This is an optimization exercise on Yosys and OpenROAD, whose aim is small area, not a production implementation.
Only simulation tests tie the RTL to the original design; equivalence was not proved.
Power and IR drop assume default switching activity.

==> design/flow/design.v <==
module ps2_keyboard (
  input            clk,
  input            reset,
  input            ps2_clk_i,
  input            ps2_data_i,
  output           rx_done,
  output reg [7:0] rx_data
);
reg        ps2_clk_s;
reg  [1:0] m;
reg  [3:0] bit_count;
reg [11:0] timer_s;
wire [11:0] timer = timer_s ^ 12'hAAA;
wire in_clk_h   = ~m[1] & ~m[0];
wire fall       =  m[1] &  m[0];
wire rise       =  m[1] & ~m[0];
wire timer_done = (timer == 12'h020);
wire timer_clr  = reset | rise;
assign rx_done = (bit_count == 4'd11);
always @(posedge clk) begin
  if (reset) begin
    ps2_clk_s <= 1'b0;
    m         <= 2'b00;
  end else begin
    ps2_clk_s <= ps2_clk_i;
    m[0]      <= m[1] ? m[0] : ~ps2_clk_s;
    m[1]      <= ~m[1] & (m[0] == ps2_clk_s);
  end
end
always @(posedge clk) begin
  if (reset || rx_done || (timer_done && in_clk_h && ps2_clk_s))
    bit_count <= 4'd0;
  else if (fall)
    bit_count <= bit_count + 4'd1;
end
always @(posedge clk)
  timer_s <= ({12{~timer_clr}} & {timer[10:0], ~(timer[11] ^ timer[10])}) ^ 12'hAAA;
always @(posedge clk) begin
  if (in_clk_h && ~ps2_clk_s && (bit_count != 4'd0) && (bit_count <= 4'd8))
    rx_data <= {ps2_data_i, rx_data[7:1]};
end
endmodule
`default_nettype none
module orionkeyboard
(
input				clk,
input				reset,
output              res_k,
output              turb_10,
output              turb_5,
output              turb_2,
output              rom_s,
output              cpm_s,
input				ps2_clk,
input				ps2_data,
input		[7:0]	rk_kb_scan,
output		[7:0]	rk_kb_out,
output      [1:0]   pref,
output				key_rus_lat,
output				key_us,
output				key_ss,
input				ind_rus_lat,
output		[7:0]	rk_kbo,
output              key_int
);
wire       rx_done;
wire [7:0] code;
ps2_keyboard ps2_keyboard_ins (
  .clk        (clk),
  .reset      (reset),
  .ps2_clk_i  (ps2_clk),
  .ps2_data_i (ps2_data),
  .rx_done    (rx_done),
  .rx_data    (code)
);
reg [7:0]  rk_kb;
reg        shift, ctrl, caps;
reg        res_key, turbo10, turbo5, turbo2, rom, cpm;
reg        ex_code;
reg        brk;           
reg [1:0]  prefix;
reg [2:0]  ph;            
reg [63:0] kmn;           
assign key_rus_lat = caps;
assign key_us      = ctrl;
assign key_ss      = shift;
assign res_k       = res_key;
assign turb_10     = turbo10;
assign turb_5      = turbo5;
assign turb_2      = turbo2;
assign rom_s       = rom;
assign cpm_s       = cpm;
assign rk_kbo      = rk_kb;
assign pref        = prefix;
wire ph4 =  ph[2] &  ph[1] & ~ph[0];
wire ph5 =  ph[2] & ~ph[1];
wire is_f0  = (code == 8'hF0);
wire is_e0  = (code == 8'hE0);
wire is_12  = (code == 8'h12);
reg  is_mod;
always @* begin
  case (code)
    8'h12, 8'h59, 8'h14, 8'h58, 8'h7e, 8'h07, 8'h78, 8'h09, 8'h01, 8'h0a: is_mod = 1'b1;
    default: is_mod = 1'b0;
  endcase
end
wire apply = ~is_e0 & (brk | ~is_f0);
assign key_int = ph5 & apply & (~brk | ~is_mod);
always @(posedge clk) begin
  if (reset)
    ph <= 3'b000;
  else
    ph <= {ph[1], ph[0], ~ph[2] & (ph[0] | rx_done)};
end
always @(posedge clk) begin
  if (reset) begin
    shift   <= 1'b1;
    ctrl    <= 1'b1;
    caps    <= 1'b1;
    res_key <= 1'b0;
    cpm     <= 1'b0;
    turbo10 <= 1'b0;
    turbo5  <= 1'b0;
    turbo2  <= 1'b0;
    rom     <= 1'b0;
    rk_kb   <= 8'h00;
    prefix  <= 2'b00;
  end else if (ph4 && apply) begin
    if (!(is_12 && ex_code))
      rk_kb <= code;
    prefix <= brk ? 2'd2 : {1'b0, ex_code};
    case (code)
      8'h12, 8'h59: shift   <= brk;
      8'h14:        ctrl    <= brk;
      8'h58:        caps    <= brk;
      8'h7e:        res_key <= ~brk;
      8'h07:        turbo10 <= ~brk;
      8'h78:        turbo5  <= ~brk;
      8'h09:        turbo2  <= ~brk;
      8'h01:        rom     <= ~brk;
      8'h0a:        cpm     <= ~brk;
      default: ;
    endcase
  end
end
always @(posedge clk) begin
  if (reset) begin
    ex_code <= 1'b0;
    brk     <= 1'b0;
  end else if (ph5) begin
    ex_code <= is_e0 | (ex_code & ~brk & is_f0);
    brk     <= (~brk & is_f0) | (brk & is_e0);
  end
end
wire lo_0 = (code[3:0] == 4'h0) | reset;
wire lo_1 = (code[3:0] == 4'h1) | reset;
wire lo_2 = (code[3:0] == 4'h2) | reset;
wire lo_3 = (code[3:0] == 4'h3) | reset;
wire lo_4 = (code[3:0] == 4'h4) | reset;
wire lo_5 = (code[3:0] == 4'h5) | reset;
wire lo_6 = (code[3:0] == 4'h6) | reset;
wire lo_9 = (code[3:0] == 4'h9) | reset;
wire lo_a = (code[3:0] == 4'ha) | reset;
wire lo_b = (code[3:0] == 4'hb) | reset;
wire lo_c = (code[3:0] == 4'hc) | reset;
wire lo_d = (code[3:0] == 4'hd) | reset;
wire lo_e = (code[3:0] == 4'he) | reset;
wire hi_00 = (ph5 & ({ex_code, code[7:4]} == 5'h00)) | reset;
wire hi_01 = (ph5 & ({ex_code, code[7:4]} == 5'h01)) | reset;
wire hi_02 = (ph5 & ({ex_code, code[7:4]} == 5'h02)) | reset;
wire hi_03 = (ph5 & ({ex_code, code[7:4]} == 5'h03)) | reset;
wire hi_04 = (ph5 & ({ex_code, code[7:4]} == 5'h04)) | reset;
wire hi_05 = (ph5 & ({ex_code, code[7:4]} == 5'h05)) | reset;
wire hi_06 = (ph5 & ({ex_code, code[7:4]} == 5'h06)) | reset;
wire hi_07 = (ph5 & ({ex_code, code[7:4]} == 5'h07)) | reset;
wire hi_14 = (ph5 & ({ex_code, code[7:4]} == 5'h14)) | reset;
wire hi_15 = (ph5 & ({ex_code, code[7:4]} == 5'h15)) | reset;
wire hi_16 = (ph5 & ({ex_code, code[7:4]} == 5'h16)) | reset;
wire hi_17 = (ph5 & ({ex_code, code[7:4]} == 5'h17)) | reset;
wire [63:0] km_en;
assign km_en[0] = (lo_c & hi_16);
assign km_en[1] = (lo_1 & hi_17);
assign km_en[2] = (lo_6 & hi_07);
assign km_en[3] = (lo_5 & hi_00);
assign km_en[4] = (lo_6 & hi_00);
assign km_en[5] = (lo_4 & hi_00);
assign km_en[6] = (lo_c & hi_00);
assign km_en[7] = (lo_3 & hi_00);
assign km_en[8] = (lo_2 & hi_02);
assign km_en[9] = (lo_5 & hi_03);
assign km_en[10] = (lo_a & hi_01);
assign km_en[11] = (lo_4 & hi_05);
assign km_en[12] = (lo_d & hi_05);
assign km_en[13] = (lo_b & hi_05);
assign km_en[14] = (lo_e & hi_00);
assign km_en[15] = (lo_9 & hi_02);
assign km_en[16] = (lo_d & hi_04);
assign km_en[17] = (lo_5 & hi_01);
assign km_en[18] = (lo_d & hi_02);
assign km_en[19] = (lo_b & hi_01);
assign km_en[20] = (lo_c & hi_02);
assign km_en[21] = (lo_c & hi_03);
assign km_en[22] = (lo_a & hi_02);
assign km_en[23] = (lo_d & hi_01);
assign km_en[24] = (lo_3 & hi_03);
assign km_en[25] = (lo_3 & hi_04);
assign km_en[26] = (lo_b & hi_03);
assign km_en[27] = (lo_2 & hi_04);
assign km_en[28] = (lo_b & hi_04);
assign km_en[29] = (lo_a & hi_03);
assign km_en[30] = (lo_1 & hi_03);
assign km_en[31] = (lo_4 & hi_04);
assign km_en[32] = (lo_2 & hi_05);
assign km_en[33] = (lo_c & hi_01);
assign km_en[34] = (lo_2 & hi_03);
assign km_en[35] = (lo_1 & hi_02);
assign km_en[36] = (lo_3 & hi_02);
assign km_en[37] = (lo_4 & hi_02);
assign km_en[38] = (lo_b & hi_02);
assign km_en[39] = (lo_4 & hi_03);
assign km_en[40] = (lo_e & hi_03) | (lo_5 & hi_07);
assign km_en[41] = (lo_6 & hi_04) | (lo_d & hi_07);
assign km_en[42] = (lo_c & hi_04) | (lo_c & hi_07);
assign km_en[43] = (lo_e & hi_04) | (lo_9 & hi_07);
assign km_en[44] = (lo_1 & hi_04);
assign km_en[45] = (lo_5 & hi_05) | (lo_b & hi_07);
assign km_en[46] = (lo_9 & hi_04) | (lo_1 & hi_07);
assign km_en[47] = (lo_a & hi_04) | (lo_a & hi_14);
assign km_en[48] = (lo_5 & hi_04) | (lo_0 & hi_07);
assign km_en[49] = (lo_6 & hi_01) | (lo_9 & hi_06);
assign km_en[50] = (lo_e & hi_01) | (lo_2 & hi_07);
assign km_en[51] = (lo_6 & hi_02) | (lo_a & hi_07);
assign km_en[52] = (lo_5 & hi_02) | (lo_b & hi_06);
assign km_en[53] = (lo_e & hi_02) | (lo_3 & hi_07);
assign km_en[54] = (lo_6 & hi_03) | (lo_4 & hi_07);
assign km_en[55] = (lo_d & hi_03) | (lo_c & hi_06);
assign km_en[56] = (lo_d & hi_00);
assign km_en[57] = (lo_0 & hi_17);
assign km_en[58] = (lo_a & hi_05) | (lo_a & hi_15);
assign km_en[59] = (lo_6 & hi_06);
assign km_en[60] = (lo_b & hi_16);
assign km_en[61] = (lo_5 & hi_17);
assign km_en[62] = (lo_4 & hi_17);
assign km_en[63] = (lo_2 & hi_17);
wire km_d = brk | reset;
genvar gi;
generate for (gi = 0; gi < 64; gi = gi + 1) begin : g_km
  always @(posedge clk)
    if (km_en[gi])
      kmn[gi] <= km_d;
end endgenerate
assign rk_kb_out = (kmn[8*0 +: 8] | {8{rk_kb_scan[0]}}) &
                   (kmn[8*7 +: 8] | {8{rk_kb_scan[1]}}) &
                   (kmn[8*6 +: 8] | {8{rk_kb_scan[2]}}) &
                   (kmn[8*5 +: 8] | {8{rk_kb_scan[3]}}) &
                   (kmn[8*4 +: 8] | {8{rk_kb_scan[4]}}) &
                   (kmn[8*3 +: 8] | {8{rk_kb_scan[5]}}) &
                   (kmn[8*2 +: 8] | {8{rk_kb_scan[6]}}) &
                   (kmn[8*1 +: 8] | {8{rk_kb_scan[7]}});
endmodule
==> design/flow/run.sh <==
#!/bin/bash
# synth_recipe.tcl (not shown) runs the flow's synth.tcl, then flattens the netlist and writes it again
# the make line also repeats each setting of config.mk as NAME=value (left out here)
make -C /OpenROAD-flow-scripts/flow DESIGN_CONFIG=/design/flow/config.mk WORK_HOME=/design/flow/orfs CLKGATE_MAP_FILE= SYNTH_SCRIPT=/design/flow/synth_recipe.tcl finish
==> design/flow/config.mk <==
export PLATFORM = sky130hd
export DESIGN_NAME = orionkeyboard
export DESIGN_NICKNAME = orionkeyboard
export VERILOG_FILES = /design/flow/design.v
export SDC_FILE = /design/flow/constraint.sdc
export NUM_CORES = 4
export LEC_CHECK = 0
export CAP_MARGIN = 20
export CORE_MARGIN = 2
export CORE_UTILIZATION = 40
export SLEW_MARGIN = 20
==> design/flow/constraint.sdc <==
create_clock -name core_clock -period 10.0 [get_ports {clk}]
set_input_delay 2.0000 -clock core_clock [delete_from_list [all_inputs] [get_ports {clk}]]
set_output_delay 2.0000 -clock core_clock [all_outputs]
set_load 0.01 [all_outputs]
==> results of run 1 <==
## cell families after synthesis
group	count (synthesis)	synth area share
buffers and inverters	38	0.0445
and+or+nand+nor	185	0.195
adders and majority gates	3	0.00758
DFF	115	0.611
xor gates and xnor gates	5	0.00885
muxes	7	0.0142
AOI/OAI and AO/OA	94	0.119
## sequential cells by signal, indices dropped and copies added, names as in the netlist
signal                      flops
prefix                          2
turbo10                         1
shift                           1
ps2_keyboard_ins.rx_data        8
turbo2                          1
ps2_keyboard_ins.bit_count      4
cpm                             1
rk_kb                           8
ph                              3
turbo5                          1
kmn                            64
ps2_keyboard_ins.m              2
res_key                         1
ctrl                            1
rom                             1
ps2_keyboard_ins.timer_s       12
ex_code                         1
brk                             1
ps2_keyboard_ins.ps2_clk_s      1
caps                            1
## placed cells by master (no fill, tap or decap), types with 2 or more instances in the layout
cell / n
a21oi_1: 25
a21oi_2: 3
a31oi_1: 8
and2b_1: 2
and3_1: 2
buf_4: 4
clkbuf_16: 19
clkdlybuf4s50_1: 38
clkinv_2: 2
clkinv_4: 2
dfxtp_1: 43
edfxtp_1: 72
ha_1: 3
inv_1: 6
inv_4: 3
inv_6: 4
mux2i_1: 7
nand2_1: 32
nand2b_1: 4
nand3_1: 15
nand3b_1: 3
nand4_1: 6
nor2_1: 82
nor2b_1: 7
nor2b_4: 2
nor3_1: 4
nor4_1: 11
nor4_4: 2
o21ai_0: 3
o22ai_1: 45
xnor2_1: 3
xor2_1: 2
## routing by layer
| layer | track usage | up-vias | share of wire | wire length [um] |
|---|---|---|---|---|
| li1 | - | 1714 | - | - |
| met1 | 0.270 | 1803 | 0.46 | 5670 |
| met2 | 0.307 | 127 | 0.47 | 5880 |
| met3 | 0.0506 | 18 | 0.058 | 728 |
| met4 | 0.0610 | 0 | 0.014 | 172 |
| met5 | 0 | - | 0 | 0 |
## power by group through the flow
stage          Clock, W  Sequential [W]  Combinational, W
6_report       0.000580        0.000534         0.0000683
5_1_grt        0.000610        0.000535         0.0000737
4_1_cts        0.000588        0.000534         0.0000675
3_5_place_dp          0        0.000543         0.0000672
3_3_place_gp          0        0.000543         0.0000662
2_1_floorplan         0        0.000538         0.0000479
## final timing paths
check,slack (ns),end
min,0.38,ps2_keyboard_ins.timer_s[11]
max,3.97,rk_kb_out[7]
min reg2reg,0.38,ps2_keyboard_ins.timer_s[11]
max reg2reg,7.69,kmn[52]
## layout make-up
class                      count  area, um2  share of cell area
clock buffer                  20        489              0.0820
clock inverter                12       88.8              0.0149
inverter                       7       26.3             0.00441
multi-input combinational    294       1710               0.287
sequential                   115       3020               0.507
tap                          168        210              0.0352
timing repair buffer          43        415              0.0697
## worst max-delay path: stages
cell             delay, ns
clkdlybuf4s50_1       0.78
o22ai_1               0.17
nor4_1                0.45
clkdlybuf4s50_1       0.62
## through the flow
stage                     instance area, um2   util  hold WS [ns]  setup slack [ns]
after detailed placement                5380  0.446         0.370              4.02
after floorplan                         4950      -         0.358              5.21
after CTS                               5960  0.494         0.383              4.02
after global routing                    5960  0.494         0.389              3.92
final                                   5960  0.494         0.379              3.97
after global placement                  5370  0.446         0.360              4.04
==> results.txt, run 1 <==
status=complete, no violations; average detailed-routed wire length per instance=18.9 um; insertion delay to the later sink of the worst-skew pair=0.41 ns; number of remaining DRC errors=0; register bit count reported by yosys=115; Reg power frac=0.451; min-delay src=ps2_keyboard_ins.timer_s[10]; post-route fraction of the period consumed by the critical path=0.603; most area-consuming cells after synthesis=edfxtp_1 44%, dfxtp_1 17%, nor2_1 6.2%, o22ai_1 5.7%, a21oi_1 2.6%; DR vias/cell=5.56; overall power after layout=0.00118 W; Max Slew Vio Count=0; number of levels in the clock H-tree=4; most frequently used flop master after synthesis=edfxtp_1; tightest slew margin relative to the limit=0.267; total clock buffers created by CTS=17; global-route usage over all layers=0.196; Top Ports=41; part of the total power dissipated in the clock network=0.491; first drt pass iteration count=5; RSZ-0062 raised after global routing=false; synthesis warning total=2; x dimension of the die=115 um; CP Data Arrival Time=4.03 ns; count of final setup violators=0; clock sink count=115; clock tree root buffer cell=clkbuf_16; worst-case clock skew=0.00728 ns; share of power burned in combinational logic=0.058; number of placement rows=40; clock tree buffer depth=2; pin slew with the least headroom to its limit=1.10 ns; Detail Placement HPWL=7.75 mm; power per cell area=198 nW/um2; total wire length=12.5 mm; data required time at the worst endpoint=8.00 ns; placeable core region=12100 um2; worst-case vdd ir drop=0.117 mV; final standard cell count with taps included and fillers excluded=659; final antenna diode count=0; average footprint of a synthesized cell=11.1 um2; post-CTS clock slew at the launch and capture registers of the worst setup and hold paths=0.06 ns; number of placed cells counting well taps=626; via count of the first global-routing pass=3576; total of cells resized after clock tree synthesis=0; Critical path origin=rk_kb_scan[5]; async set or reset register ratio after synthesis=0; number of port buffers=39; die span in y=115 um; Crit Path Max Fanout=8; final setup TNS=0 ns; Yosys top cell area share=0.437; number of synthesized flops with an enable pin=72; GRT Residual Overflow=0; share of total power consumed by net switching=0.237; synthesized cell area=4950 um2; internal cell power=0.000903 W; leading area contributor after synthesis=edfxtp_1; sequential fraction of the synthesis area=0.611; gpl congestion=0.810; type of the worst min-delay path=reg -> reg; startpoint type of the worst setup path=input pin; relative area change from synthesis to final layout=20.5%; list of most frequent post-synthesis cells=82 x nor2_1, 72 x edfxtp_1, 45 x o22ai_1, 43 x dfxtp_1, 32 x nand2_1; number of antenna violations at the first check in global routing=0; Hold Path Cell Cnt=1; Post-CTS Hold Fix Bufs=0; Yosys cell types=53; largest net degree at the start of global routing=66; Post-Syn Nets=463; total setup buffers inserted after CTS=0; initial core utilization=0.410; Cells after Synth=447; overall via count from detail_route=3662; clock tree from TritonCTS=done; Filler Cells Inserted=1133; number of max-capacitance violations reported=0; Post-DRT Antenna Nets=0; min Tclk post-route=6.03 ns; fraction of final layout cells sized beyond drive strength 1=0.104; final-stage net count=494; wire length of the first global-routing pass=19.5 mm; reported net switching power=0.000280 W; most frequent cell after synthesis=nor2_1; full die area=13300 um2; worst-case reg-to-reg path depth=3; Worst Path Class, Setup=in -> out; number of DRC violations after detailed-routing iteration 0=388; capturing element type of the critical path=output port; static leakage power=2.06 nW; Achievable Freq=166 MHz; critical register-to-register path startpoint=ps2_keyboard_ins.rx_data[3]; final hold viol count=0
==> run 2: changes to the inputs <==
==> design/flow/flow/run.sh (new file) <==
#!/bin/bash
# Own layout flow: the standard ORFS flow (standard synthesis unchanged),
# with the input/output port buffers made of sky130_fd_sc_hd__buf_1 and
# clock-tree synthesis without dummy loads. Each tool's output is in
# orfs/logs/; what each call of standard.sh prints is in synth.log and
# layout.log.
set -euo pipefail
export BUFFER_PORTS_ARGS="-buffer_cell sky130_fd_sc_hd__buf_1"
export CTS_ARGS="-sink_clustering_enable -repair_clock_nets -dont_use_dummy_load -buf_list sky130_fd_sc_hd__clkbuf_4"
bash standard.sh synth > synth.log 2>&1
bash standard.sh > layout.log 2>&1
==> design/flow/standard.sh (new file) <==
#!/bin/bash
# synth_recipe.tcl (not shown) runs the flow's synth.tcl, then flattens the netlist and writes it again
# the make line also repeats each setting of config.mk as NAME=value (left out here)
make -C /OpenROAD-flow-scripts/flow DESIGN_CONFIG=/design/flow/config.mk WORK_HOME=/design/flow/orfs CLKGATE_MAP_FILE= SYNTH_SCRIPT=/design/flow/synth_recipe.tcl "${@:-finish}"
--- a/design/flow/config.mk
+++ b/design/flow/config.mk
@@ -5,6 +5,7 @@
 export SDC_FILE = /design/flow/constraint.sdc
 export NUM_CORES = 4
 export LEC_CHECK = 0
+export ABC_AREA = 1
 export CAP_MARGIN = 20
 export CORE_MARGIN = 2
 export CORE_UTILIZATION = 40
removed: design/flow/run.sh
==> results.txt, run 2 <==
list of most frequent post-synthesis cells=133 x nor2_1, 78 x nand2_1, 72 x edfxtp_1, 48 x inv_1, 43 x dfxtp_1; RSZ-0062 raised after global routing=false; full die area=13200 um2; Top Registers=kmn: 64 flops, ps2_keyboard_ins.timer_s: 12 flops; total clock buffers created by CTS=17; Worst Path Class, Setup=in -> out; clock tree buffer depth=2; number of antenna violations at the first check in global routing=0; number of max-capacitance violations reported=0; placeable core region=12000 um2; Yosys top cell area share=0.441; Max Slew Vio Count=0; largest net degree at the start of global routing=65; synthesis warning total=2; status=complete, no violations; number of flip-flops under the largest register name=64; average detailed-routed wire length per instance=16.6 um; final hold viol count=0; share of total power consumed by net switching=0.240; most frequent cell after synthesis=nor2_1; Post-Syn Nets=531; gpl congestion=0.907; largest register by flop count=kmn; most area-consuming cells after synthesis=edfxtp_1 44%, dfxtp_1 18%, nor2_1 10%, nand2_1 6.0%, o22ai_1 4.0%; number of synthesized flops with an enable pin=72; Top Ports=41; number of DRC violations after detailed-routing iteration 0=267; final antenna diode count=0; most common cell after layout, fill and taps aside=nor2_1; most frequently used flop master after synthesis=edfxtp_1; commonest cells after routing, fill and taps aside=133 x nor2_1, 78 x nand2_1, 72 x edfxtp_1, 48 x inv_1, 43 x dfxtp_1; DR vias/cell=5.28; register bit count reported by yosys=115; via count of the first global-routing pass=3660; post-route fraction of the period consumed by the critical path=0.524; Reg power frac=0.652; number of placement rows=40; CP Data Arrival Time=3.24 ns; clock tree root buffer cell=clkbuf_4; async set or reset register ratio after synthesis=0; leading area contributor after synthesis=edfxtp_1; Achievable Freq=191 MHz; Cells after Synth=515; global-route track usage on met1=0.247; capturing element type of the critical path=output port; static leakage power=2.03 nW; wire length of the first global-routing pass=18.7 mm; post-CTS clock slew at the launch and capture registers of the worst setup and hold paths=0.09 ns; startpoint type of the worst setup path=input pin; Crit Path Max Fanout=8; share of power burned in combinational logic=0.077; number of remaining DRC errors=0; data required time at the worst endpoint=8.00 ns; min Tclk post-route=5.24 ns; clock sink count=115; pin slew with the least headroom to its limit=1.07 ns; critical register-to-register path startpoint=ps2_keyboard_ins.rx_data[6]; sequential fraction of the synthesis area=0.617; worst-case clock skew=0.0357 ns; overall via count from detail_route=3731; overall power after layout=0.000812 W; GRT Residual Overflow=0; total of cells resized after clock tree synthesis=0; synthesized cell area=4900 um2; Post-CTS Hold Fix Bufs=0; grt peak-use layer=met2; type of the worst min-delay path=reg -> reg; first drt pass iteration count=5; insertion delay to the later sink of the worst-skew pair=0.53 ns; met3 capacity usage during global routing=0.0551; clock tree from TritonCTS=done; total setup buffers inserted after CTS=0; worst-case vdd ir drop=0.0840 mV; final-stage net count=577; number of levels in the clock H-tree=4; met2 GRT Util=0.295; Yosys cell types=33; die span in y=115 um; internal cell power=0.000617 W; final setup TNS=0 ns; Detail Placement HPWL=7.82 mm; min-delay src=ps2_keyboard_ins.timer_s[2]; average footprint of a synthesized cell=9.51 um2; reported net switching power=0.000195 W; number of port buffers=39; tightest slew margin relative to the limit=0.288; initial core utilization=0.410; Critical path origin=rk_kb_scan[4]; fraction of final layout cells sized beyond drive strength 1=0.0608; count of final setup violators=0; power per cell area=153 nW/um2; global-route usage over all layers=0.191; part of the total power dissipated in the clock network=0.272; x dimension of the die=115 um; Post-DRT Antenna Nets=0; total wire length=11.7 mm; relative area change from synthesis to final layout=8.25%
[run 2: cell count changes after synthesis, sizes merged, moves of 10 or more]
cell / change
nor2: +55
inv: +42
a21oi: -11
buf: -10
o22ai: -14
nand2: +45
[run 2: cells by family after synthesis]
logic type / count (synthesis) / synth area share
fa+ha+maj: 3 / 0.00766
simple gates: 255 / 0.220
buf+inv: 65 / 0.0549
compound gates: 72 / 0.0914
flops: 115 / 0.617
xor+xnor: 4 / 0.00715
mux: 1 / 0.00230
[run 2: worst max-delay path, cell delays in order]
cell      delay (ns)
buf_1           0.42
or2_2           0.20
o221ai_1        0.10
nor4_1          0.33
buf_1           0.20
[run 2: per-stage QoR]
stage	hold WS, ns	cell area, um2	setup WS, ns	util	std cells
finish	0.396	5300	4.76	0.443	706
global placement	0.371	5180	4.77	0.433	689
detailed placement	0.378	5180	4.76	0.433	689
CTS	0.401	5300	4.76	0.443	706
floorplan	0.366	4900	5.13	-	515
global route	0.407	5300	4.65	0.443	706
[run 2: metal layers]
metal	vias to the layer above	wire [um]
met3	26	721
li1	1826	-
met4	0	297
met1	1747	5280
met5	-	0
met2	132	5420
[run 2: power groups by stage]
stage | Sequential (W) | Clock, W | Combinational [W]
floorplan | 0.000538 | 0 | 0.0000416
global placement | 0.000540 | 0 | 0.0000608
detailed placement | 0.000540 | 0 | 0.0000622
CTS | 0.000529 | 0.000229 | 0.0000623
global route | 0.000531 | 0.000246 | 0.0000687
finish | 0.000529 | 0.000220 | 0.0000624
[run 2: layout make-up]
cell class,count,area (um2)
sequential,115,3020
multi-input combinational,335,1610
clock buffer,17,128
timing repair buffer,43,176
fill,1162,6660
tap,147,184
inverter,49,185
[run 2: final timing paths]
kind                                 endpoint  slack [ns]  cells past startpoint
setup reg to reg                      kmn[54]        7.84                      4
hold reg to reg   ps2_keyboard_ins.timer_s[3]        0.40                      1
hold / removal    ps2_keyboard_ins.timer_s[3]        0.40                      1
setup / recovery                 rk_kb_out[7]        4.76                      5
==> run 3: changes to the inputs <==
==> design/flow/config.mk (replaced) <==
export PLATFORM = sky130hd
export DESIGN_NAME = orionkeyboard
export DESIGN_NICKNAME = orionkeyboard
export VERILOG_FILES = /design/flow/design.v
export SDC_FILE = /design/flow/constraint.sdc
export NUM_CORES = 4
export LEC_CHECK = 0
export CAP_MARGIN = 0
export CORE_MARGIN = 2
export CORE_UTILIZATION = 40
export SLEW_MARGIN = 0
==> results.txt, run 3 <==
status=complete, no violations; worst-case clock skew=0.0546 ns; GRT Residual Overflow=0; Post-CTS Hold Fix Bufs=0; commonest cells after routing, fill and taps aside=82 x nor2_1, 72 x edfxtp_1, 45 x o22ai_1, 43 x dfxtp_1, 38 x buf_1; Post-DRT Antenna Nets=0; final hold viol count=0; number of remaining DRC errors=0; type of the worst min-delay path=reg -> reg; Post-Syn Nets=463; Filler Cells Inserted=1205; number of antenna violations at the first check in global routing=0; most frequent cell after synthesis=nor2_1; clock tree buffer depth=2; share of total power consumed by net switching=0.241; average footprint of a synthesized cell=11.1 um2; wire length of the first global-routing pass=18.5 mm; most common cell after layout, fill and taps aside=nor2_1; list of most frequent post-synthesis cells=82 x nor2_1, 72 x edfxtp_1, 45 x o22ai_1, 43 x dfxtp_1, 32 x nand2_1; placeable core region=12100 um2; capturing element type of the critical path=output port; overall power after layout=0.000815 W; cells along the critical path=buf_1 -> o22ai_1 -> nor4_1 -> buf_1; initial core utilization=0.410; number of DRC violations after detailed-routing iteration 0=357; synthesized cell area=4950 um2; Top Ports=41; internal cell power=0.000619 W; startpoint type of the worst setup path=input pin; number of placement rows=40; largest register by flop count=kmn; final-stage net count=493; largest net degree at the start of global routing=66; full die area=13300 um2; Crit Path Max Fanout=8; worst hold slack after final layout=0.397 ns; crit path max-delay cell type=buf_1; fraction of final layout cells sized beyond drive strength 1=0.0716; total setup buffers inserted after CTS=0; pin slew with the least headroom to its limit=1.20 ns; synthesis warning total=2; sequential fraction of the synthesis area=0.611; min Tclk post-route=5.23 ns; number of flip-flops under the largest register name=64; number of placed cells counting well taps=626; clock tree from TritonCTS=done; insertion delay to the later sink of the worst-skew pair=0.51 ns; Yosys top cell area share=0.437; power per cell area=155 nW/um2; most frequently used flop master after synthesis=edfxtp_1; most area-consuming cells after synthesis=edfxtp_1 44%, dfxtp_1 17%, nor2_1 6.2%, o22ai_1 5.7%, a21oi_1 2.6%; gpl congestion=0.857; register bit count reported by yosys=115; number of max-capacitance violations reported=0; global-route usage over all layers=0.185; first drt pass iteration count=4; post-route fraction of the period consumed by the critical path=0.523; r2r setup slk=7.58 ns; count of final setup violators=0; total clock buffers created by CTS=17; tightest slew margin relative to the limit=0.199; CP Data Arrival Time=3.23 ns; number of synthesized flops with an enable pin=72; data required time at the worst endpoint=8.00 ns; number of port buffers=39; Yosys cell types=53; worst-case vdd ir drop=0.0846 mV; total of cells resized after clock tree synthesis=0; number of levels in the clock H-tree=4; final standard cell count with taps included and fillers excluded=644; reported net switching power=0.000196 W; final setup TNS=0 ns; part of the total power dissipated in the clock network=0.270; overall via count from detail_route=3545; async set or reset register ratio after synthesis=0; RSZ-0062 raised after global routing=false; static leakage power=1.75 nW; share of power burned in combinational logic=0.077; cell with the most instances on the worst path=buf_1; total wire length=11.7 mm; Achievable Freq=191 MHz; die span in y=115 um; Detail Placement HPWL=7.57 mm; Top Registers=kmn: 64 flops, ps2_keyboard_ins.timer_s: 12 flops; via count of the first global-routing pass=3546; clock sink count=115; post-CTS clock slew at the launch and capture registers of the worst setup and hold paths=0.12 ns; clock tree root buffer cell=clkbuf_4; Max Slew Vio Count=0; leading area contributor after synthesis=edfxtp_1; critical path's largest stage delay=0.43 ns; average detailed-routed wire length per instance=18.2 um; Cells after Synth=447; DR vias/cell=5.50; relative area change from synthesis to final layout=6.40%; x dimension of the die=115 um; Reg power frac=0.653; Worst Path Class, Setup=in -> out
run 3: changes by cell type in the layout (fill, tap and decap cells not counted), sizes merged, moves of 5 or more:
cell,previous run,this run
a21oi,17,28
a31oi,4,9
inv,48,6
mux2i,0,7
nand2,78,33
nand4,0,7
nor2,137,82
nor2b,0,9
nor4,9,14
o221ai,7,0
o22ai,31,45
run 3: logic make-up after synthesis:
family | after synthesis | share of synthesized area
adder cells (fa/ha/maj) | 3 | 0.00758
XOR/XNOR | 5 | 0.00885
buffers and inverters | 38 | 0.0445
flip-flops | 115 | 0.611
AO/OA/AOI/OAI | 94 | 0.119
multiplexers | 7 | 0.0142
AND/OR/NAND/NOR | 185 | 0.195
run 3: worst paths after layout:
path	startpoint	end	cells past startpoint
hold / removal	ps2_keyboard_ins.timer_s[10]	ps2_keyboard_ins.timer_s[11]	1
setup reg to reg	ps2_keyboard_ins.rx_data[7]	kmn[41]	4
setup / recovery	rk_kb_scan[2]	rk_kb_out[7]	4
hold reg to reg	ps2_keyboard_ins.timer_s[10]	ps2_keyboard_ins.timer_s[11]	1
run 3: metal layers:
layer,global-route usage,up-vias,share of wire
met3,0.0496,20,0.057
li1,-,1695,-
met2,0.299,116,0.47
met5,0,-,0
met1,0.245,1714,0.45
met4,0.0578,0,0.016
run 3: cell type report:
cell class	count	area [um2]	share of cell area
sequential	115	3020	0.574
timing repair buffer	42	170	0.0323
multi-input combinational	294	1710	0.324
antenna	1	2.50	0.000475
inverter	7	26.3	0.00499
tap	168	210	0.0399
clock buffer	17	128	0.0242
run 3: stage by stage:
stage | area, um2 | worst slack (ns) | util
floorplan | 4950 | 5.21 | -
global placement | 5140 | 4.80 | 0.426
detailed placement | 5140 | 4.80 | 0.426
CTS | 5260 | 4.79 | 0.436
global route | 5260 | 4.74 | 0.436
finish | 5270 | 4.77 | 0.437
run 3: power by group through the flow:
stage	clock network [W]	registers, W	logic, W
after global placement	0	0.000543	0.0000613
after CTS	0.000225	0.000532	0.0000626
after global routing	0.000247	0.000534	0.0000683
after floorplan	0	0.000538	0.0000479
final	0.000220	0.000532	0.0000628
after detailed placement	0	0.000543	0.0000624
run 3: worst max-delay path, delay by kind of cell:
kind                   cells  cell delay, ns
AOI/OAI and AO/OA          1            0.18
buffers and inverters      2            0.63
and+or+nand+nor            1            0.42
==> run 4: changes to the inputs <==
--- a/design/flow/config.mk
+++ b/design/flow/config.mk
@@ -5,7 +5,7 @@
 export SDC_FILE = /design/flow/constraint.sdc
 export NUM_CORES = 4
 export LEC_CHECK = 0
-export CAP_MARGIN = 0
+export CAP_MARGIN = 20
 export CORE_MARGIN = 2
 export CORE_UTILIZATION = 40
-export SLEW_MARGIN = 0
+export SLEW_MARGIN = 20
==> results.txt, run 4 <==
overall via count from detail_route=3591; critical register-to-register path startpoint=ps2_keyboard_ins.rx_data[7]; power per cell area=155 nW/um2; Hold Path Cell Cnt=1; final worst setup slack=4.79 ns; min-delay src=ps2_keyboard_ins.timer_s[0]; Top Ports=41; total setup buffers inserted after CTS=0; Post-Syn Nets=463; r2r setup slk=7.58 ns; full die area=13300 um2; leading area contributor after synthesis=edfxtp_1; RSZ-0062 raised after global routing=false; number of placement rows=40; final antenna diode count=0; synthesis warning total=2; final hold viol count=0; endpoint of the most critical register-to-register path=kmn[41]; clock tree from TritonCTS=done; clock sink count=115; most frequent cell after synthesis=nor2_1; tightest slew margin relative to the limit=0.245; average detailed-routed wire length per instance=18.4 um; async set or reset register ratio after synthesis=0; GRT Residual Overflow=0; Yosys top cell area share=0.437; most frequently used flop master after synthesis=edfxtp_1; most area-consuming cells after synthesis=edfxtp_1 44%, dfxtp_1 17%, nor2_1 6.2%, o22ai_1 5.7%, a21oi_1 2.6%; capturing element type of the critical path=output port; number of flip-flops under the largest register name=64; final setup TNS=0 ns; via count of the first global-routing pass=3553; Yosys cell types=53; global-route usage over all layers=0.185; number of DRC violations after detailed-routing iteration 0=387; placeable core region=12100 um2; fraction of final layout cells sized beyond drive strength 1=0.0737; list of most frequent post-synthesis cells=82 x nor2_1, 72 x edfxtp_1, 45 x o22ai_1, 43 x dfxtp_1, 32 x nand2_1; clock tree buffer depth=2; data required time at the worst endpoint=8.00 ns; overall power after layout=0.000815 W; Post-DRT Antenna Nets=0; number of port buffers=39; sequential fraction of the synthesis area=0.611; number of max-capacitance violations reported=0; Worst Path Class, Setup=in -> out; synthesized cell area=4950 um2; CP Data Arrival Time=3.21 ns; die span in y=115 um; first drt pass iteration count=5; status=complete, no violations; largest register by flop count=kmn; Top Registers=kmn: 64 flops, ps2_keyboard_ins.timer_s: 12 flops; commonest cells after routing, fill and taps aside=82 x nor2_1, 72 x edfxtp_1, 45 x o22ai_1, 43 x dfxtp_1, 38 x buf_1; Achievable Freq=192 MHz; clock tree root buffer cell=clkbuf_4; pin slew with the least headroom to its limit=1.13 ns; startpoint type of the worst setup path=input pin; total clock buffers created by CTS=17; number of levels in the clock H-tree=4; total of cells resized after clock tree synthesis=0; pre-CTS setup slack=4.80 ns; gpl congestion=0.857; Crit Path Max Fanout=8; static leakage power=1.75 nW; largest net degree at the start of global routing=66; number of antenna violations at the first check in global routing=0; worst-case clock skew=0.0443 ns; most common cell after layout, fill and taps aside=nor2_1; x dimension of the die=115 um; worst-case reg-to-reg path depth=4; Post-CTS Hold Fix Bufs=0; Filler Cells Inserted=1201; register bit count reported by yosys=115; Cells after Synth=447; average footprint of a synthesized cell=11.1 um2; initial core utilization=0.410; wire length of the first global-routing pass=18.4 mm; total wire length=11.8 mm; post-route fraction of the period consumed by the critical path=0.521; min Tclk post-route=5.21 ns; insertion delay to the later sink of the worst-skew pair=0.52 ns; number of synthesized flops with an enable pin=72; number of remaining DRC errors=0; final-stage net count=493; area of all placed cells without fillers=5270 um2; count of final setup violators=0; DR vias/cell=5.58; worst-case vdd ir drop=0.0838 mV; post-CTS clock slew at the launch and capture registers of the worst setup and hold paths=0.10 ns; worst hold slack after final layout=0.371 ns; relative area change from synthesis to final layout=6.42%; Max Slew Vio Count=0; type of the worst min-delay path=reg -> reg; Detail Placement HPWL=7.63 mm; destination of the worst hold path=ps2_keyboard_ins.timer_s[1]; total cell area at the placement stage=5140 um2
run 4: cell families (layout without fill, tap and decap cells):
family	Yosys count	after routing	share of synthesized area
AO/OA/AOI/OAI	94	94	0.119
multiplexers	7	7	0.0142
adder cells (fa/ha/maj)	3	3	0.00758
AND/OR/NAND/NOR	185	185	0.195
flip-flops	115	115	0.611
buffers and inverters	38	66	0.0445
XOR/XNOR	5	5	0.00885
run 4: cell type report:
type	count	area, um2	area share
flip-flops and latches	115	3020	0.574
multi-input cells	294	1710	0.325
well taps	168	210	0.0399
repair buffers	42	170	0.0323
clock buffers	17	128	0.0242
inverters	7	26.3	0.00499
run 4: worst max path at each step:
stage	from	end	slack, ns	cells past startpoint
after detailed placement	rk_kb_scan[5]	rk_kb_out[7]	4.80	4
after global placement	rk_kb_scan[5]	rk_kb_out[7]	4.80	4
final	rk_kb_scan[2]	rk_kb_out[7]	4.79	4
after CTS	rk_kb_scan[5]	rk_kb_out[7]	4.80	4
after global routing	rk_kb_scan[2]	rk_kb_out[7]	4.74	4
after floorplan	rk_kb_scan[4]	rk_kb_out[0]	5.21	3
run 4: report_power, final:
part	switching, W	total [W]	internal [W]
Combinational	0.0000450	0.0000632	0.0000181
Clock	0.000142	0.000219	0.0000774
Sequential	0.00000973	0.000532	0.000523
Total	0.000196	0.000815	0.000618
run 4: routing by layer:
layer | vias up | global-route usage | wire (um)
met5 | - | 0 | 0
met3 | 15 | 0.0522 | 738
li1 | 1697 | - | -
met1 | 1758 | 0.239 | 5380
met4 | 0 | 0.0618 | 127
met2 | 121 | 0.300 | 5570
run 4: worst max-delay path: stages:
cell and delay (ns):
buf_1 0.41, o22ai_1 0.18, nor4_1 0.42, buf_1 0.20
run 4: metrics by stage:
stage / utilization / std cells
2_1_floorplan: - / 447
3_3_place_gp: 0.426 / 626
3_5_place_dp: 0.426 / 626
4_1_cts: 0.437 / 643
5_1_grt: 0.437 / 643
6_report: 0.437 / 643
==> run 5: changes to the inputs <==
--- a/design/flow/config.mk
+++ b/design/flow/config.mk
@@ -7,5 +7,5 @@
 export LEC_CHECK = 0
 export CAP_MARGIN = 20
 export CORE_MARGIN = 2
-export CORE_UTILIZATION = 40
+export CORE_UTILIZATION = 70
 export SLEW_MARGIN = 20
==> results.txt, run 5 <==
clock tree from TritonCTS=done; via count of the first global-routing pass=3443; total cell area at the placement stage=5040 um2; Post-DRT Antenna Nets=0; DR vias/cell=6.41; number of port buffers=39; capturing element type of the critical path=output port; initial core utilization=0.725; data required time at the worst endpoint=8.00 ns; part of the total power dissipated in the clock network=0.266; register bit count reported by yosys=115; Yosys cell types=53; final standard cell count with taps included and fillers excluded=571; r2r setup slk=7.71 ns; final antenna diode count=0; Filler Cells Inserted=524; min Tclk post-route=5.19 ns; worst-case clock skew=0.0446 ns; number of placement rows=30; count of final setup violators=0; final-stage net count=493; status=complete, no violations; list of most frequent post-synthesis cells=82 x nor2_1, 72 x edfxtp_1, 45 x o22ai_1, 43 x dfxtp_1, 32 x nand2_1; Max Slew Vio Count=0; number of antenna violations at the first check in global routing=0; wire length of the first global-routing pass=17.0 mm; largest register by flop count=kmn; startpoint type of the worst setup path=input pin; synthesized cell area=4950 um2; clock tree root buffer cell=clkbuf_4; GRT Residual Overflow=0; cells along the critical path=buf_1 -> o22ai_1 -> nor4_1 -> buf_1; tightest slew margin relative to the limit=0.225; fraction of final layout cells sized beyond drive strength 1=0.0716; Yosys top cell area share=0.437; Cells after Synth=447; leading area contributor after synthesis=edfxtp_1; RSZ-0062 raised after global routing=false; share of total power consumed by net switching=0.235; overall via count from detail_route=3662; first drt pass iteration count=5; cell with the most instances on the worst path=buf_1; die span in y=88.1 um; gpl congestion=0.935; most area-consuming cells after synthesis=edfxtp_1 44%, dfxtp_1 17%, nor2_1 6.2%, o22ai_1 5.7%, a21oi_1 2.6%; Post-Syn Nets=463; number of flip-flops under the largest register name=64; most frequent cell after synthesis=nor2_1; Detail Placement HPWL=7.19 mm; final setup TNS=0 ns; reported net switching power=0.000190 W; most common cell after layout, fill and taps aside=nor2_1; Post-CTS Hold Fix Bufs=0; crit path max-delay cell type=nor4_1; average footprint of a synthesized cell=11.1 um2; static leakage power=1.75 nW; overall power after layout=0.000808 W; total setup buffers inserted after CTS=0; post-CTS clock slew at the launch and capture registers of the worst setup and hold paths=0.09 ns; global-route usage over all layers=0.302; total clock buffers created by CTS=17; number of levels in the clock H-tree=4; critical register-to-register path startpoint=ps2_keyboard_ins.rx_data[6]; number of max-capacitance violations reported=0; final hold viol count=0; relative area change from synthesis to final layout=4.47%; critical path's largest stage delay=0.43 ns; Worst Path Class, Setup=in -> out; commonest cells after routing, fill and taps aside=82 x nor2_1, 72 x edfxtp_1, 45 x o22ai_1, 43 x dfxtp_1, 38 x buf_1; number of DRC violations after detailed-routing iteration 0=311; pin slew with the least headroom to its limit=1.16 ns; worst hold slack after final layout=0.356 ns; worst-case reg-to-reg path depth=3; number of placed cells counting well taps=554; Top Ports=41; number of remaining DRC errors=0; x dimension of the die=88.1 um; placeable core region=6830 um2; CP Data Arrival Time=3.19 ns; clock sink count=115; Crit Path Max Fanout=8; clock tree buffer depth=2; Achievable Freq=193 MHz; Reg power frac=0.659; async set or reset register ratio after synthesis=0; synthesis warning total=2; total wire length=11.1 mm; min-delay src=ps2_keyboard_ins.timer_s[4]; type of the worst min-delay path=reg -> reg; destination of the worst hold path=ps2_keyboard_ins.timer_s[5]; sequential fraction of the synthesis area=0.611; endpoint of the most critical register-to-register path=kmn[53]; internal cell power=0.000618 W; average detailed-routed wire length per instance=19.5 um; largest net degree at the start of global routing=66; worst-case vdd ir drop=0.108 mV; post-route fraction of the period consumed by the critical path=0.519; share of power burned in combinational logic=0.075; Top Registers=kmn: 64 flops, ps2_keyboard_ins.timer_s: 12 flops; most frequently used flop master after synthesis=edfxtp_1; full die area=7760 um2; total of cells resized after clock tree synthesis=0; number of synthesized flops with an enable pin=72; area of all placed cells without fillers=5170 um2; insertion delay to the later sink of the worst-skew pair=0.51 ns; Hold Path Cell Cnt=1; power per cell area=156 nW/um2
## run 5: cell counts after synthesis
Identical to the previous run, type by type.
## run 5: worst max path at each step
stage | start | end | slack (ns)
CTS | rk_kb_scan[0] | rk_kb_out[1] | 4.86
floorplan | rk_kb_scan[4] | rk_kb_out[0] | 5.21
finish | rk_kb_scan[2] | rk_kb_out[7] | 4.81
global route | rk_kb_scan[4] | rk_kb_out[7] | 4.82
global placement | rk_kb_scan[4] | rk_kb_out[7] | 4.88
detailed placement | rk_kb_scan[4] | rk_kb_out[7] | 4.88
## run 5: cell families after synthesis
family                     Yosys count  share of synthesized area
DFF                                115                      0.611
and+or+nand+nor                    185                      0.195
adders and majority gates            3                    0.00758
muxes                                7                     0.0142
AOI/OAI and AO/OA                   94                      0.119
buffers and inverters               38                     0.0445
xor gates and xnor gates             5                    0.00885
## run 5: through the flow
stage,worst slack [ns],util
2_1_floorplan,5.21,-
3_3_place_gp,4.88,0.738
3_5_place_dp,4.88,0.738
4_1_cts,4.86,0.757
5_1_grt,4.82,0.757
6_report,4.81,0.757
## run 5: routing by layer
| layer | track usage | vias up | share of wire |
|---|---|---|---|
| li1 | - | 1694 | - |
| met3 | 0.0924 | 40 | 0.091 |
| met4 | 0.139 | 0 | 0.032 |
| met2 | 0.499 | 228 | 0.49 |
| met5 | 0 | - | 0 |
| met1 | 0.366 | 1700 | 0.38 |
## run 5: power by group through the flow
stage          clock (W)  combinational, W  sequential (W)
5_1_grt         0.000233         0.0000658        0.000535
2_1_floorplan          0         0.0000479        0.000538
3_3_place_gp           0         0.0000583        0.000543
6_report        0.000215         0.0000609        0.000533
3_5_place_dp           0         0.0000598        0.000543
4_1_cts         0.000217         0.0000601        0.000533
## run 5: final cells by class
type / instances / area [um2] / share of cell area
repair buffers: 42 / 168 / 0.0324
well taps: 96 / 120 / 0.0232
multi-input cells: 294 / 1710 / 0.330
inverters: 7 / 26.3 / 0.00508
clock buffers: 17 / 128 / 0.0247
flip-flops and latches: 115 / 3020 / 0.585
## run 5: critical path, delay by kind of cell
family	cells	cell delay, ns
AO/OA/AOI/OAI	1	0.17
AND/OR/NAND/NOR	1	0.43
buffers and inverters	2	0.59
==> run 6: changes to the inputs <==
==> design/flow/flow/run.sh (replaced) <==
#!/bin/bash
# Own layout flow: the standard ORFS flow (standard synthesis unchanged),
# with the input/output port buffers made of sky130_fd_sc_hd__buf_1 and
# clock-tree synthesis without dummy loads, and power recovery (downsizing
# gates off the critical paths) after global routing. Each tool's output is in
# orfs/logs/; what each call of standard.sh prints is in synth.log and
# layout.log.
set -euo pipefail
export BUFFER_PORTS_ARGS="-buffer_cell sky130_fd_sc_hd__buf_1"
export RECOVER_POWER=100
export CTS_ARGS="-sink_clustering_enable -repair_clock_nets -dont_use_dummy_load -buf_list sky130_fd_sc_hd__clkbuf_4"
bash standard.sh synth > synth.log 2>&1
bash standard.sh > layout.log 2>&1
--- a/design/flow/config.mk
+++ b/design/flow/config.mk
@@ -7,5 +7,5 @@
 export LEC_CHECK = 0
 export CAP_MARGIN = 20
 export CORE_MARGIN = 2
-export CORE_UTILIZATION = 70
+export CORE_UTILIZATION = 40
 export SLEW_MARGIN = 20
==> results.txt, run 6 <==
most area-consuming cells after synthesis=edfxtp_1 44%, dfxtp_1 17%, nor2_1 6.2%, o22ai_1 5.7%, a21oi_1 2.6%; average detailed-routed wire length per instance=18.3 um; critical path's largest stage delay=1.70 ns; type of the worst min-delay path=reg -> reg; main combinational cell family by area after synthesis=simple AND/OR/NAND/NOR gates; initial core utilization=0.410; number of antenna violations at the first check in global routing=0; clock tree from TritonCTS=done; leading area contributor after synthesis=edfxtp_1; most common cell after layout, fill and taps aside=nor2_1; clock tree root buffer cell=clkbuf_4; Worst Path Class, Setup=in -> reg; full die area=13300 um2; number of synthesized flops with an enable pin=72; Crit Path Max Fanout=65; wire length of the first global-routing pass=18.4 mm; Post-CTS Hold Fix Bufs=0; post-CTS clock slew at the launch and capture registers of the worst setup and hold paths=0.10 ns; sequential fraction of the synthesis area=0.611; die span in y=115 um; average footprint of a synthesized cell=11.1 um2; total of cells resized after clock tree synthesis=0; pre-CTS setup slack=4.80 ns; Yosys cell types=53; mux contribution to synthesized area=0.0142; via count of the first global-routing pass=3553; global-route usage over all layers=0.185; pin slew with the least headroom to its limit=2.36 ns; register bit count reported by yosys=115; startpoint type of the worst setup path=input pin; share of the synthesized area in compound gates (AO/OA/AOI/OAI)=0.119; Synth Area in Simple Gates=0.195; relative area change from synthesis to final layout=6.09%; Detail Placement HPWL=7.63 mm; number of DRC violations after detailed-routing iteration 0=361; number of flip-flops under the largest register name=64; overall power after layout=0.000816 W; RSZ-0062 raised after global routing=false; Hold Path Cell Cnt=1; final hold viol count=0; largest register by flop count=kmn; Post-DRT Antenna Nets=0; insertion delay to the later sink of the worst-skew pair=0.52 ns; capturing element type of the critical path=flop; count of final setup violators=0; number of remaining DRC errors=0; placeable core region=12100 um2; final antenna diode count=0; XOR/XNOR Fraction of Synth Area=0.00885; Cells after Synth=447; x dimension of the die=115 um; CP Data Arrival Time=5.87 ns; most frequent cell after synthesis=nor2_1; Top Registers=kmn: 64 flops, ps2_keyboard_ins.timer_s: 12 flops; first drt pass iteration count=4; tightest slew margin relative to the limit=-0.575; largest net degree at the start of global routing=66; final-stage net count=493; number of max-capacitance violations reported=2; Top Ports=41; commonest cells after routing, fill and taps aside=82 x nor2_1, 72 x edfxtp_1, 45 x o22ai_1, 43 x dfxtp_1, 33 x buf_1; final worst setup slack=4.09 ns; cells along the critical path=clkbuf_1 -> inv_1 -> nand2_1 -> clkbuf_1; synthesized cell area=4950 um2; Post-Syn Nets=463; most frequently used flop master after synthesis=edfxtp_1; Yosys top cell area share=0.437; number of placement rows=40; power per cell area=155 nW/um2; Max Slew Vio Count=119; async set or reset register ratio after synthesis=0; worst-case vdd ir drop=0.0813 mV; data required time at the worst endpoint=9.95 ns; status=finished with violations; gpl congestion=0.857; final setup TNS=0 ns; min Tclk post-route=5.91 ns; static leakage power=1.74 nW; crit path max-delay cell type=clkbuf_1; total clock buffers created by CTS=17; r2r setup slk=6.78 ns; worst-case clock skew=0.0443 ns; overall via count from detail_route=3610; SO Viols=max-capacitance violations, max-slew violations; number of port buffers=39; Achievable Freq=169 MHz; fraction of final layout cells sized beyond drive strength 1=0.0632; DR vias/cell=5.61; fraction of the mapped netlist area in adder cells=0.00758; post-route fraction of the period consumed by the critical path=0.591; GRT Residual Overflow=0; cell with the most instances on the worst path=clkbuf_1; clock sink count=115; total wire length=11.8 mm; worst-case reg-to-reg path depth=3; clock tree buffer depth=2; synthesis warning total=2; number of levels in the clock H-tree=4; Filler Cells Inserted=1205; total setup buffers inserted after CTS=0; list of most frequent post-synthesis cells=82 x nor2_1, 72 x edfxtp_1, 45 x o22ai_1, 43 x dfxtp_1, 32 x nand2_1
-- run 6: cell counts after synthesis --
No cell type changed its count.
-- run 6: worst max-delay path: cells and delay by family --
family | cells | cell delay (ns)
buffers and inverters | 3 | 3.66
AND/OR/NAND/NOR | 1 | 0.19
-- run 6: stage by stage --
stage          cell area (um2)   util  instances  hold WS, ns
6_report                  5250  0.435        643        0.371
5_1_grt                   5250  0.435        643        0.389
4_1_cts                   5270  0.437        643        0.375
3_5_place_dp              5140  0.426        626        0.367
3_3_place_gp              5140  0.426        626        0.361
2_1_floorplan             4950      -        447        0.358
-- run 6: layer usage --
metal,part of all wire,GRT usage,vias up,wire length [um]
met5,0,0,-,0
li1,-,-,1697,-
met3,0.066,0.0522,13,778
met1,0.45,0.239,1785,5280
met2,0.48,0.300,115,5600
met4,0.0097,0.0618,0,114
-- run 6: path summary, 6_finish.rpt --
check	start	to
worst max-delay path	reset	kmn[57]
worst min-delay path	ps2_keyboard_ins.timer_s[0]	ps2_keyboard_ins.timer_s[1]
worst max register to register	brk	kmn[57]
worst min register to register	ps2_keyboard_ins.timer_s[0]	ps2_keyboard_ins.timer_s[1]
-- run 6: power breakdown --
part           leakage, nW  switching (W)  internal, W  total [W]
clock network       0.0782       0.000143    0.0000774   0.000220
registers             1.03     0.00000964     0.000523   0.000533
logic                0.632      0.0000447    0.0000179  0.0000627
total                 1.74       0.000197     0.000619   0.000816
-- run 6: final cells by class --
cell class,count,area (um2),share of cell area
clock buffers,17,128,0.0243
inverters,7,26.3,0.00500
multi-input cells,294,1700,0.324
flip-flops and latches,115,3020,0.576
well taps,168,210,0.0400
repair buffers,42,161,0.0307
-- run 6: kinds of logic (layout without fill, tap and decap cells) --
| kind of cell | count (synthesis) | count (layout) |
|---|---|---|
| simple gates | 185 | 185 |
| mux | 7 | 7 |
| buf+inv | 38 | 66 |
| flops | 115 | 115 |
| xor+xnor | 5 | 5 |
| fa+ha+maj | 3 | 3 |
| compound gates | 94 | 94 |

-- separate check: timing with driven ports --
No port has a modelled driver above. Below, the same layouts with a new extraction and two added sets of constraints. Step 1 assumes that a clkbuf_16 drives the clock port and a buf_2 every other input. Step 2 also shifts input and output timing later by t, the mid clock arrival at the registers, as if the neighbouring blocks saw the same clock. Slacks: ideal / step 1 / step 2; pairs: ideal / step 1.
| run | t, ns | slack for setup (ns) | worst setup path at the end | latest minus earliest clock arrival (ns) |
|---|---|---|---|---|
| run 1 | 0.448 | 3.972 / 3.945 / 3.945 | input to output | 0.009 / 0.009 |
| run 2 | 0.542 | 4.756 / 4.727 / 4.727 | input to output | 0.039 / 0.039 |
| run 3 | 0.512 | 4.767 / 4.742 / 4.742 | input to output | 0.055 / 0.055 |
| run 4 | 0.527 | 4.787 / 4.763 / 4.763 | input to output | 0.045 / 0.044 |
| run 5 | 0.518 | 4.812 / 4.788 / 4.788 | input to output | 0.044 / 0.045 |
| run 6 | 0.528 | 4.085 / 4.067 / 3.538 | input to register | 0.044 / 0.045 |
The setup slack of run 6, which loses most, moves by -0.018 ns with the drivers and by -0.547 ns with both steps.
